Context: an optimization exercise on an open-source flow, tuned for small area and a short achievable clock period. The choices shown serve that exercise and are no tape-out recipe.
Where RTL was checked, it was by simulation tests only, not by an equivalence proof against the original.
Power figures rest on the tool's default switching activity, not on a simulated workload.

==> flow/design.v (excerpt) <==
module wallace_multiplier_16bit(
    input  wire        clk,
    input  wire        rst,
    input  wire [15:0] multiplicand,
    input  wire [15:0] multiplier,
    output reg  [31:0] result
);
For scale: ~1100 cells after synthesis, about 330 flip-flops, roughly 66 I/O pins, ~14000 sq um of cells after synthesis.
==> flow/config.mk <==
export PLATFORM = sky130hd
export DESIGN_NAME = wallace_multiplier_16bit
export DESIGN_NICKNAME = wallace_multiplier_16bit
export VERILOG_FILES = /design/flow/design.v
export SDC_FILE = /design/flow/constraint.sdc
export NUM_CORES = 4
export LEC_CHECK = 0
export CAP_MARGIN = 20
export CORE_MARGIN = 2
export CORE_UTILIZATION = 60
export CTS_BUF_LIST = sky130_fd_sc_hd__clkbuf_4 sky130_fd_sc_hd__clkbuf_8
export CTS_CLUSTER_DIAMETER = 50
export CTS_CLUSTER_SIZE = 12
export SETUP_SLACK_MARGIN = 1.1
export SLEW_MARGIN = 20
export SYNTH_HIERARCHICAL = 1
export SYNTH_MINIMUM_KEEP_SIZE = 0
==> flow/constraint.sdc <==
create_clock -name core_clock -period 3.0 [get_ports {clk}]
set_input_delay 0.6000 -clock core_clock [delete_from_list [all_inputs] [get_ports {clk}]]
set_output_delay 0.6000 -clock core_clock [all_outputs]
set_load 0.01 [all_outputs]
standard.sh (not shown) runs the stock make flow with config.mk's settings and CLKGATE_MAP_FILE= SYNTH_SCRIPT=/design/flow/synth_recipe.tcl, a recipe that flattens the netlist after the stock synthesis.
==> flow/flow/run.sh <==
#!/bin/bash
# Standard ORFS layout (the standard.sh) with two changes:
#  - plain buf_1 cells as the port buffers (buffer_ports picks delay cells by default);
#  - clock tree synthesis without dummy load cells.
set -euo pipefail
export BUFFER_PORTS_ARGS="-buffer_cell sky130_fd_sc_hd__buf_1"
export CTS_ARGS="-sink_clustering_enable -repair_clock_nets -dont_use_dummy_load -sink_clustering_size 12 -sink_clustering_max_diameter 50 -buf_list {sky130_fd_sc_hd__clkbuf_4 sky130_fd_sc_hd__clkbuf_8}"
bash standard.sh > standard_flow.log 2>&1
Change:
==> flow/flow/run.sh (replaced) <==
#!/bin/bash
# Standard ORFS layout (the standard.sh) with two changes:
#  - plain buf_1 cells as the port buffers (buffer_ports picks delay cells by default);
#  - clock tree synthesis without dummy load cells.
set -euo pipefail
export BUFFER_PORTS_ARGS="-buffer_cell sky130_fd_sc_hd__buf_1"
export CTS_ARGS="-sink_clustering_enable -repair_clock_nets -dont_use_dummy_load -sink_clustering_size 10 -sink_clustering_max_diameter 40 -buf_list {sky130_fd_sc_hd__clkbuf_4}"
bash standard.sh > standard_flow.log 2>&1
Global-route usage barely changes; routed wire length stays flat; worst setup slack degrades by 0.032 ns.
Function was not checked in any run of this note: the RTL went through the layout flow alone.

========
wallace_multiplier_16bit, a different RTL version from the one above (not shown whole).
Size in the first run: ~1100 cells after synthesis, about 14000 sq um of cells after synthesis.
clock: 3.0 ns
lec_check: 0
cap_margin: 20
core_margin: 2
core_utilization: 60
cts_buf_list: sky130_fd_sc_hd__clkbuf_4 sky130_fd_sc_hd__clkbuf_8
cts_cluster_diameter: 50
cts_cluster_size: 12
setup_slack_margin: 1.0
slew_margin: 20
synth_hierarchical: 1
synth_minimum_keep_size: 0
run.sh (not shown) runs the stock make flow with config.mk's settings and CLKGATE_MAP_FILE= SYNTH_SCRIPT=/design/flow/synth_recipe.tcl, a recipe that flattens the netlist after the stock synthesis.
Stock flow here: none of the scripts above is used.
The starting point produced a clean layout.
==> next run, changes <==
- SETUP_SLACK_MARGIN: 1.0 -> 1.3
=>
- cell area climbs by roughly a tenth
- cell count goes up by a little under a tenth
- wire length rises by about a fifth
==> next run, changes <==
- SETUP_SLACK_MARGIN: 1.3 -> 0.5
Effect: The new run ran to the end with no violations; cell area went down by 9.9%; worst setup slack loses 170 ps; power shrinks by 3.2%; worst hold slack is about the same; sequential cell count does not change; core utilization shrinks by 7.5 points; non-clock buffer count fell by 111; clock power is higher by about 5%; wire length decreases by 16%; cell count falls by 7.0%; global-route usage goes down by 1.6 points.

[separate check: timing with driven ports]
The results above use ideal ports. As a check the final layouts listed here were re-extracted and re-timed, cells and wires unchanged. Step 1 assumes that a clkbuf_16 drives the clock port and a buf_2 every other input. Step 2 adds t to the input delays and takes it off the output delays; t is the mean of the earliest and latest rising clock arrival at the registers after step 1. Input paths then give back, and output paths get back, about the clock's delay inside the block. Three values: ideal ports, drivers, drivers and shift; two values: the first two.
run | t, ns | slack for setup (ns) | worst slew at a driven data input, ns
the first run of note 1 | 0.549 | 1.144 / 1.144 / 1.144 | 0.03
the second run of note 1 | 0.660 | 1.113 / 1.113 / 1.113 | 0.04
the first run of note 2 | 0.579 | 0.997 / 0.997 / 0.997 | 0.03
the second run of note 2 | 0.583 | 0.964 / 0.964 / 0.964 | 0.04
the third run of note 2 | 0.580 | 0.796 / 0.796 / 0.796 | 0.04
After both steps setup and hold are still met in every run listed.
